Background: an optimization exercise with open tools, aiming at small area, a short achievable clock period and few clock cycles per item. Do not read the settings as production practice. Where RTL was checked, it was by simulation tests only, not by an equivalence proof against the original. Power is estimated from default activity; no workload was simulated.

oak:
==> flow/design.v <==
module apb_slave (
  input  logic        PCLK,
  input  logic        PRESETn,
  input  logic [31:0] PADDR,
  input  logic        PSEL,
  input  logic        PENABLE,
  input  logic        PWRITE,
  input  logic [31:0] PWDATA,
  output logic [31:0] PRDATA,
  output logic        PREADY,
  output logic        PSLVERR
);
  logic [15:0] [31:0] registers;
  logic [15:0]        written;
  logic               wr_pending;
  logic        addr_valid;
  logic [15:0] addr_dec;
  logic [15:0] wen;
  assign addr_valid = (PADDR[31:6] == 0);
  assign addr_dec   = 16'b1 << PADDR[5:2];
  assign wen        = wr_pending ? addr_dec : 16'b0;
  always_ff @(posedge PCLK or negedge PRESETn) begin
    if (!PRESETn) begin
      wr_pending <= 1'b0;
      written    <= '0;
    end else begin
      wr_pending <= PSEL && !PENABLE && PWRITE && addr_valid;
      written    <= written | wen;
    end
  end
  always_ff @(posedge PCLK) begin
    for (int i = 0; i < 16; i++)
      if (wen[i])
        registers[i] <= PWDATA;
  end
  logic [31:0] rdata;
  logic [15:0] rsel_lo, rsel_hi;
  apb_rsel u_rsel_lo (.idx(PADDR[5:2]), .written(written), .sel(rsel_lo));
  apb_rsel u_rsel_hi (.idx(PADDR[5:2]), .written(written), .sel(rsel_hi));
  always_comb begin
    rdata = '0;
    for (int i = 0; i < 16; i++) begin
      rdata[15:0]  = rdata[15:0]  | (registers[i][15:0]  & {16{rsel_lo[i]}});
      rdata[31:16] = rdata[31:16] | (registers[i][31:16] & {16{rsel_hi[i]}});
    end
  end
  always_ff @(posedge PCLK) begin
    PRDATA  <= rdata;
    PSLVERR <= !addr_valid;
  end
  assign PREADY = 1'b1;
endmodule
module apb_rsel (
  input  logic [3:0]  idx,
  input  logic [15:0] written,
  output logic [15:0] sel
);
  assign sel = (16'b1 << idx) & written;
endmodule
clock: 5.0 ns
lec_check: 0
cap_margin: 20
core_margin: 2
core_utilization: 40
cts_cluster_diameter: 100
cts_cluster_size: 30
setup_slack_margin: 3.2
slew_margin: 20
synth_hierarchical: 1
standard.sh (not shown) runs the stock make flow with config.mk's settings and CLKGATE_MAP_FILE= SYNTH_SCRIPT=/design/flow/synth_recipe.tcl, a recipe that flattens the netlist after the stock synthesis.
==> flow/flow/run.sh <==
#!/bin/bash
# The standard layout, with every port buffered by a plain buf_1 (ORFS's
# buffer_ports otherwise picks a delay cell); repair_timing resizes as needed.
set -euo pipefail
bash standard.sh finish "BUFFER_PORTS_ARGS=-buffer_cell sky130_fd_sc_hd__buf_1" > standard.log 2>&1
Inputs modified between oak and pine:
- a change of CORE_UTILIZATION from 40 to 75
- a change of SETUP_SLACK_MARGIN from 3.2 to 3.0
## What came out
Of the two values seen for start-to-end type of the worst setup path, flip-flop to output pin was produced by oak and input port to flip-flop by pine. A critical-path cell with the highest stage delay of sky130_fd_sc_hd__dfxtp_4 is what oak shows, while sky130_fd_sc_hd__a221oi_1 belongs to pine. Comparing oak against pine, there is no change at all in gate count of the mapped netlist. Sort pine and oak by setup slack desc -> top: oak. Total non-filler cell area in the finished layout ends up lower on pine. pine and oak ended up with nearly the same sequential cell count. Relative to oak, the count of non-filler cells in the finished layout of pine is lower by 22%. Changes observed in pine relative to oak: number of nets with antenna violations after routing shows no meaningful change, wire length shows a reduction of about 5.6%, slew at the pin closest to its max-slew limit shows an increase of 0.017 ns, global-route wire length before repair shows a reduction of 4900 µm, total of plain and repair buffers excluding clock buffers shows a reduction of 79.
No functional check of the RTL was part of any run of this note.


// apb_slave: RTL as listed in full above, without the edits since
export LEC_CHECK = 0
export CAP_MARGIN = 20
export CORE_MARGIN = 2
export CORE_UTILIZATION = 60
export CTS_CLUSTER_DIAMETER = 100
export CTS_CLUSTER_SIZE = 30
export SETUP_SLACK_MARGIN = 3.0
export SLEW_MARGIN = 20
export SYNTH_HIERARCHICAL = 1
create_clock -name core_clock -period 5.0 [get_ports {PCLK}]
Scripts as last shown in full above: flow/flow/run.sh
Change:
- CORE_UTILIZATION: 60 -> 40
- SETUP_SLACK_MARGIN: 3.0 -> 2.8
Effect: The new run finished clean. Synthesized area stays the same. Global-route usage fell by 10 points. Synthesized cell count stays the same. Cell area came out lower by 3.8%.
Change:
- SETUP_SLACK_MARGIN: 2.8 -> 3.0
What happened:
- The changed run finished clean
- clock skew went up by 0.0055 ns
- worst setup slack improves by 0.095 ns
- combinational power went up by 22%
- clock power hardly moves
- via count hardly moves
- synthesized cell count stays the same
- total power is about the same
No run of this note included a check of the RTL's function; only the layout flow was run.


main:
apb_slave, a different RTL version from the one above (not shown whole).
Size: ~1300 cells after synthesis, roughly 100 I/O pins, ~0.022 mm² of cells after synthesis.
export LEC_CHECK = 0
export CAP_MARGIN = 20
export CORE_MARGIN = 2
export CORE_UTILIZATION = 40
export CTS_BUF_LIST = sky130_fd_sc_hd__clkbuf_8
export SETUP_SLACK_MARGIN = 2.5
export SLEW_MARGIN = 20
create_clock -name core_clock -period 5.0 [get_ports {PCLK}]
run.sh (not shown) runs the stock make flow with config.mk's settings and CLKGATE_MAP_FILE= SYNTH_SCRIPT=/design/flow/synth_recipe.tcl, a recipe that flattens the netlist after the stock synthesis.
Stock flow here: none of the scripts above is used.
Testbench counts of main, summed over its fixed seeds: cycles 32,000, transfers 16,000.
> inputs changed (main -> the feature branch)
Settings: SETUP_SLACK_MARGIN removed (was 2.5); CTS_BUF_LIST removed (was sky130_fd_sc_hd__clkbuf_8).
[summary]
- Worst setup slack on the feature branch is down relative to main.
- No stage failed in the feature branch, and the final checks on the layout all came back clean.
- | aggregate routed wire length | the feature branch vs main | 1.1% lower |
- The feature branch vs. main: routed metal-1 wire length rose by about 2%; final non-filler cell total fell by about 3.2%; part of the Yosys area used for sequential elements stayed essentially flat; static leakage fell by 3.3%; maximum single-stage delay on the critical path rose by 570 ps.
- Power of the feature branch exceeds that of main by a few percent.
- Relative contribution of the clock network to total power: the feature branch higher than main


Another version of the RTL of apb_slave (not shown whole).
Size: about 100 I/O pins, ~20000 um^2 of cells after synthesis.
Design apb_slave, start of the top module:
module apb_slave (
  input  logic        PCLK,
  input  logic        PRESETn,
  input  logic [31:0] PADDR,
  input  logic        PSEL,
  input  logic        PENABLE,
  input  logic        PWRITE,
  input  logic [31:0] PWDATA,
  output logic [31:0] PRDATA,
  output logic        PREADY,
  output logic        PSLVERR
);
  logic [15:0] [31:0] registers;
  logic [15:0]        written;
  logic [15:0]        wen;
  logic        addr_valid;
  logic [15:0] addr_dec;
  assign addr_valid = (PADDR[31:6] == 0);
  assign addr_dec   = 16'b1 << PADDR[5:2];
  always_ff @(posedge PCLK or negedge PRESETn) begin
    if (!PRESETn) begin
      wen        <= '0;
      written    <= '0;
    end else begin
      wen        <= (PSEL && !PENABLE && PWRITE && addr_valid) ? addr_dec : 16'b0;
      written    <= written | wen;
    end
  end
  always_ff @(posedge PCLK) begin
    for (int i = 0; i < 16; i++)
      if (wen[i])
        registers[i] <= PWDATA;
  end
  logic [31:0] rdata;
  logic [15:0] rsel_lo, rsel_hi;
  apb_rsel u_rsel_lo (.idx(PADDR[5:2]), .written(written), .sel(rsel_lo));
  apb_rsel u_rsel_hi (.idx(PADDR[5:2]), .written(written), .sel(rsel_hi));
  always_comb begin
    rdata = '0;
    for (int i = 0; i < 16; i++) begin
  ...
clock: 5.0 ns
lec_check: 0
cap_margin: 20
core_margin: 2
core_utilization: 40
cts_cluster_diameter: 100
cts_cluster_size: 30
setup_slack_margin: 3.0
slew_margin: 20
synth_hierarchical: 1
standard.sh (not shown) runs the stock make flow with config.mk's settings and CLKGATE_MAP_FILE= SYNTH_SCRIPT=/design/flow/synth_recipe.tcl, a recipe that flattens the netlist after the stock synthesis.
Scripts as last shown in full above: flow/flow/run.sh
Testbench counts at the start, summed over its fixed seeds: cycles 32,000, transfers 16,000.
Rerun with:
SETUP_SLACK_MARGIN = 3.1   (was 3.0)
What happened:
- setup slack got worse by 0.0094 ns
- total power is about the same
- hold slack got worse by 0.019 ns
- design area increases by 2.3%
Rerun with:
CTS_BUF_LIST = sky130_fd_sc_hd__clkbuf_8 sky130_fd_sc_hd__clkbuf_16   (was not set)
SETUP_SLACK_MARGIN = 3.0   (was 3.1)
What happened: Routed wire length came out lower by a few percent. Area after synthesis is unchanged. Final area came out lower by a few percent. Clock-buffer cell count is lower by 17. Combinational power shrinks by roughly a tenth. Non-clock buffer count fell by 30. Sequential power stays flat. Cell count falls slightly. Fmax barely changes. Register-to-register slack is about the same. Via count shrinks slightly.


run A:
Another version of the RTL of apb_slave (not shown whole).
For scale: ~980 cells after synthesis, about 100 I/O pins, about 20000 µm² of cells after synthesis.
export LEC_CHECK = 0
export CAP_MARGIN = 20
export CORE_MARGIN = 2
export CORE_UTILIZATION = 40
export CTS_CLUSTER_DIAMETER = 100
export CTS_CLUSTER_SIZE = 30
export SETUP_SLACK_MARGIN = 2.5
export SLEW_MARGIN = 20
export SYNTH_HIERARCHICAL = 1
create_clock -name core_clock -period 5.0 [get_ports {PCLK}]
Scripts as last shown in full above: flow/flow/run.sh
Run A did not stop at any stage, and its layout met the timing, DRC and antenna checks.
Edits applied to the flow inputs when going from run A to run B:
==> flow/run.sh (new file) <==
#!/bin/bash
# synth_recipe.tcl (not shown) runs the flow's synth.tcl, then flattens the netlist and writes it again
# the make line also repeats each setting of config.mk as NAME=value (left out here)
make -C /OpenROAD-flow-scripts/flow DESIGN_CONFIG=/design/flow/config.mk WORK_HOME=/design/flow/orfs CLKGATE_MAP_FILE= SYNTH_SCRIPT=/design/flow/synth_recipe.tcl finish
removed: flow/flow/run.sh
removed: flow/standard.sh
==> comparison <==
Each of the runs, namely run A and run B, reached the end of the flow and came out clean.
| biggest fanout along the worst timing path | run B vs run A | 10 lower |
| net count after synthesis | run A vs run B | ≈ equal |
When run B is set beside run A, its clock period minus final worst setup slack turns out to be 28 ps larger.
Of run A and run B, the run reporting the lower total number of cells along the worst setup path was run A.
The run showing the greater overall global routing resource usage is run B.
Count of placed standard cells including taps sits higher in run B than in run A.
Compared with run A, the router placed more vias in run B.
For run C, these inputs were changed with respect to run B:
# run B
export LEC_CHECK = 0
export CAP_MARGIN = 20
export CORE_MARGIN = 2
export CORE_UTILIZATION = 40
export CTS_CLUSTER_DIAMETER = 100
export CTS_CLUSTER_SIZE = 30
export SETUP_SLACK_MARGIN = 2.5
export SLEW_MARGIN = 20
export SYNTH_HIERARCHICAL = 1
create_clock -name core_clock -period 5.0 [get_ports {PCLK}]
# run C
export LEC_CHECK = 0
export CAP_MARGIN = 20
export CORE_MARGIN = 2
export CORE_UTILIZATION = 40
export CTS_CLUSTER_DIAMETER = 100
export CTS_CLUSTER_SIZE = 30
export SETUP_SLACK_MARGIN = 2.8
export SLEW_MARGIN = 20
export SYNTH_HIERARCHICAL = 1
create_clock -name core_clock -period 5.0 [get_ports {PCLK}]
==> flow/flow/run.sh (new file) <==
#!/bin/bash
# The standard layout, with every port buffered by a plain buf_1 (ORFS's
# buffer_ports otherwise picks a delay cell); repair_timing resizes as needed.
set -euo pipefail
bash standard.sh finish "BUFFER_PORTS_ARGS=-buffer_cell sky130_fd_sc_hd__buf_1" > standard.log 2>&1
==> flow/standard.sh (new file) <==
#!/bin/bash
# synth_recipe.tcl (not shown) runs the flow's synth.tcl, then flattens the netlist and writes it again
# the make line also repeats each setting of config.mk as NAME=value (left out here)
make -C /OpenROAD-flow-scripts/flow DESIGN_CONFIG=/design/flow/config.mk WORK_HOME=/design/flow/orfs CLKGATE_MAP_FILE= SYNTH_SCRIPT=/design/flow/synth_recipe.tcl "${@:-finish}"
removed: flow/run.sh
--- outcome ---
Run C went all the way through synthesis, placement and routing and the layout is clean on timing, DRC and antenna. Delta (run C minus run B): part of the total power dissipated in combinational logic lost 0.3 points; layout-stage area growth over the synthesis result decreased by 1.7 points relative to the old numbers; global-route usage +0.97 points. Run C leaves more setup margin than run B. Run C vs run B, arrival time reported for the critical path endpoint went down by 190 ps. Run C vs run B: number of diodes up in run C.
No functional check of the RTL was part of any run of this note.


Setup of v51:
Another version of the RTL of apb_slave (not shown whole).
Size in the first run: ~580 flip-flops, roughly 100 I/O pins, ~0.020 sq mm of cells after synthesis.
## apb_slave
module apb_slave (
  input  logic        PCLK,
  input  logic        PRESETn,
  input  logic [31:0] PADDR,
  input  logic        PSEL,
  input  logic        PENABLE,
  input  logic        PWRITE,
  input  logic [31:0] PWDATA,
  output logic [31:0] PRDATA,
  output logic        PREADY,
  output logic        PSLVERR
);
Settings: LEC_CHECK=0, CAP_MARGIN=20, CORE_MARGIN=2, CORE_UTILIZATION=40, CTS_CLUSTER_DIAMETER=100, CTS_CLUSTER_SIZE=30, GPL_TIMING_DRIVEN=0, SETUP_SLACK_MARGIN=3.0, SLEW_MARGIN=20, SYNTH_HIERARCHICAL=1; clock period 5.0 ns.
==> flow/flow/run.sh <==
#!/bin/bash
# The standard layout, with every port buffered by a plain buf_1 (ORFS's
# buffer_ports otherwise picks a delay cell); repair_timing resizes as needed.
set -euo pipefail
bash standard.sh finish "BUFFER_PORTS_ARGS=-buffer_cell sky130_fd_sc_hd__buf_1" > standard.log 2>&1
v51 closes out successfully: all stages finished, all timing, DRC and antenna checks passed.
Testbench counts of v51, summed over its fixed seeds: cycles 32,000, transfers 16,000.
Modified inputs, v54 compared to v51
# v51
export LEC_CHECK = 0
export CAP_MARGIN = 20
export CORE_MARGIN = 2
export CORE_UTILIZATION = 40
export CTS_CLUSTER_DIAMETER = 100
export CTS_CLUSTER_SIZE = 30
export GPL_TIMING_DRIVEN = 0
export SETUP_SLACK_MARGIN = 3.0
export SLEW_MARGIN = 20
export SYNTH_HIERARCHICAL = 1
create_clock -name core_clock -period 5.0 [get_ports {PCLK}]
# v54
export LEC_CHECK = 0
export CAP_MARGIN = 20
export CORE_MARGIN = 2
export CORE_UTILIZATION = 40
export CTS_CLUSTER_DIAMETER = 100
export CTS_CLUSTER_SIZE = 30
export SETUP_SLACK_MARGIN = 3.0
export SLEW_MARGIN = 20
export SYNTH_HIERARCHICAL = 1
create_clock -name core_clock -period 5.0 [get_ports {PCLK}]
==> flow/flow/run.sh <==
#!/bin/bash
# The standard layout, with every port buffered by a plain buf_1 (ORFS's
# buffer_ports otherwise picks a delay cell), and ORFS's power recovery
# (downsizing gates off the critical paths) after global routing.
set -euo pipefail
bash standard.sh finish "BUFFER_PORTS_ARGS=-buffer_cell sky130_fd_sc_hd__buf_1" RECOVER_POWER=100 > standard.log 2>&1
## What came out
Fraction of area in multi-input gates up 0.46 points in v54 wrt v51. Logic depth of the worst setup path including buffers in v54 vs v51: up 5. To summarise v54: no stage aborted, but the layout did not pass its checks, failing on max-capacitance violations, max-slew violations. Diff v51 -> v54 | share of power burned in the clock network | increase of 0.2 points.
Edits applied to the flow inputs when going from v54 to v31:
==> flow/flow/run.sh <==
#!/bin/bash
# The standard layout, with every port buffered by a plain buf_1 (ORFS's
# buffer_ports otherwise picks a delay cell) and explicit CTS arguments.
set -euo pipefail
bash standard.sh finish "BUFFER_PORTS_ARGS=-buffer_cell sky130_fd_sc_hd__buf_1" "CTS_ARGS=-sink_clustering_enable -repair_clock_nets -sink_clustering_size 30 -sink_clustering_max_diameter 100 -sink_clustering_levels 1" > standard.log 2>&1
[summary]
- v31 has maximum fanout along the worst path below what v54 had.
- Taking v54 as the reference, in v31 max-slew violation count moved down, power per standard cell area shows a reduction of about 0.9%, static power due to leakage went up about 0.6%, internal cell power roughly the same, utilization up 0.45 points.
- v31 ran to completion and came out clean on the timing, DRC and antenna checks.
- Of v31 and v54, it is v31 that has the lower biggest cell delay along the critical path.
- On total power, v54 and v31 are basically level.
- Max final cycle utilization of the critical path across v54 and v31: v54


## v26
RTL: one of the versions met above, not the one the previous note started from.
Size: about 580 flip-flops, ~100 I/O pins, about 0.022 mm2 of cells after synthesis.
Design apb_slave, start of the top module:
module apb_slave (
  input  logic        PCLK,
  input  logic        PRESETn,
  input  logic [31:0] PADDR,
  input  logic        PSEL,
  input  logic        PENABLE,
  input  logic        PWRITE,
  input  logic [31:0] PWDATA,
  output logic [31:0] PRDATA,
  output logic        PREADY,
  output logic        PSLVERR
);
export LEC_CHECK = 0
export CAP_MARGIN = 20
export CORE_MARGIN = 2
export CORE_UTILIZATION = 40
export SETUP_SLACK_MARGIN = 3.2
export SLEW_MARGIN = 20
create_clock -name core_clock -period 5.0 [get_ports {PCLK}]
run.sh (not shown) runs the stock make flow with config.mk's settings and CLKGATE_MAP_FILE= SYNTH_SCRIPT=/design/flow/synth_recipe.tcl, a recipe that flattens the netlist after the stock synthesis.
Stock flow here: none of the scripts above is used.
v26: all stages complete, timing, DRC and antenna checks passed
Testbench counts of v26, summed over its fixed seeds: cycles 32,000, transfers 16,000.
Here is what was changed in the inputs of v48 compared with v26.
- SETUP_SLACK_MARGIN changed from 3.2 to 2.5
- CTS_BUF_LIST newly set to sky130_fd_sc_hd__clkbuf_4 sky130_fd_sc_hd__clkbuf_8
Notes after the runs:
Routed length per instance for v48 is lower than for v26.
v48 gives less final cell count than v26 did.
v48 vs. v26: total wire length after detailed routing has decreased; summed area of non-filler cells in the final layout has decreased; count of clock buffers in the final design has increased.
Looking at buffer count from post-CTS setup fixing, v48 sits below v26.
Internal portion of total power, v48 and v26, lower one = v48.
Re global-route wire length before repair: v48 is about 17% down on v26.
What v50 does differently from v48 at the input level:
- CTS_BUF_LIST removed (was sky130_fd_sc_hd__clkbuf_4 sky130_fd_sc_hd__clkbuf_8)
Notes after the runs:
Slew at the pin closest to its max-slew limit, v50 and v48, lower one = v50. Going from v48 to v50, worst slew margin relative to its limit went up by 1.0 points, minimum hold slack was more or less identical, die span in y was more or less identical. Global-route usage over all layers: v50 and v48 compared, lower one is v50. Diff v48..v50 | global routing met2 resource utilization | negligible. Count of TritonRoute iterations in the first routing pass: v50 vs v48 down 1. Changes observed in v50 relative to v48: floorplan die area ~0 delta; met3 routed wirelength -0.42%; global-route met1 utilization ~0 delta; post-layout instance area ~0 delta.

==> afterwards: timing with drivers on the ports <==
The results above use ideal ports. As a check the final layouts listed here were re-extracted and re-timed, cells and wires unchanged.
Step 1: set_driving_cell puts a clkbuf_16 on PCLK and a buf_2 on each other input, an assumption about the parent block.
Step 2 also shifts input and output timing later by t, the mid clock arrival at the registers, as if the neighbouring blocks saw the same clock.
a / b / c = no drivers / after step 1 / after step 2; a / b = the first two.
run | t (ns) | setup WS [ns] | worst hold slack (ns) | clock arrival spread, ns
oak | 0.625 | 2.925 / 2.866 / 2.326 | 0.364 / 0.331 / 0.491 | 0.026 / 0.025
pine | 0.602 | 2.889 / 2.901 / 2.308 | 0.376 / 0.349 / 0.496 | 0.020 / 0.020
the first run of note 2 | 0.611 | 2.968 / 2.917 / 2.395 | 0.361 / 0.337 / 0.490 | 0.024 / 0.024
the second run of note 2 | 0.619 | 2.840 / 2.819 / 2.240 | 0.354 / 0.328 / 0.488 | 0.014 / 0.014
the third run of note 2 | 0.619 | 2.935 / 2.881 / 2.397 | 0.423 / 0.401 / 0.491 | 0.019 / 0.019
main | 0.701 | 2.499 / 2.512 / 1.811 | 0.460 / 0.460 / 0.460 | 0.037 / 0.037
the feature branch | 0.647 | 1.484 / 1.508 / 0.861 | 0.459 / 0.459 / 0.459 | 0.020 / 0.019
the first run of note 4 | 0.610 | 2.947 / 2.892 / 2.410 | 0.468 / 0.468 / 0.468 | 0.037 / 0.038
the second run of note 4 | 0.619 | 2.937 / 2.882 / 2.462 | 0.450 / 0.450 / 0.450 | 0.034 / 0.034
the third run of note 4 | 0.611 | 2.942 / 2.888 / 2.405 | 0.467 / 0.467 / 0.467 | 0.038 / 0.038
run A | 0.621 | 2.552 / 2.578 / 1.957 | 0.476 / 0.476 / 0.476 | 0.021 / 0.021
run B | 0.625 | 2.524 / 2.494 / 1.922 | 0.485 / 0.485 / 0.485 | 0.036 / 0.037
run C | 0.621 | 2.785 / 2.805 / 2.184 | 0.485 / 0.485 / 0.485 | 0.018 / 0.017
v51 | 0.615 | 2.967 / 2.914 / 2.337 | 0.466 / 0.448 / 0.526 | 0.023 / 0.023
v54 | 0.629 | 1.916 / 1.931 / 1.301 | 0.529 / 0.529 / 0.529 | 0.037 / 0.037
v31 | 0.631 | 2.935 / 2.880 / 2.376 | 0.494 / 0.466 / 0.525 | 0.031 / 0.032
v26 | 0.676 | 2.804 / 2.817 / 2.141 | 0.477 / 0.477 / 0.477 | 0.021 / 0.022
v48 | 0.706 | 2.505 / 2.519 / 1.813 | 0.460 / 0.460 / 0.460 | 0.032 / 0.032
v50 | 0.643 | 2.532 / 2.496 / 1.909 | 0.461 / 0.461 / 0.461 | 0.020 / 0.020
For v48, which loses most, drivers alone change the setup slack by +0.014 ns; drivers and shift together by -0.692 ns.
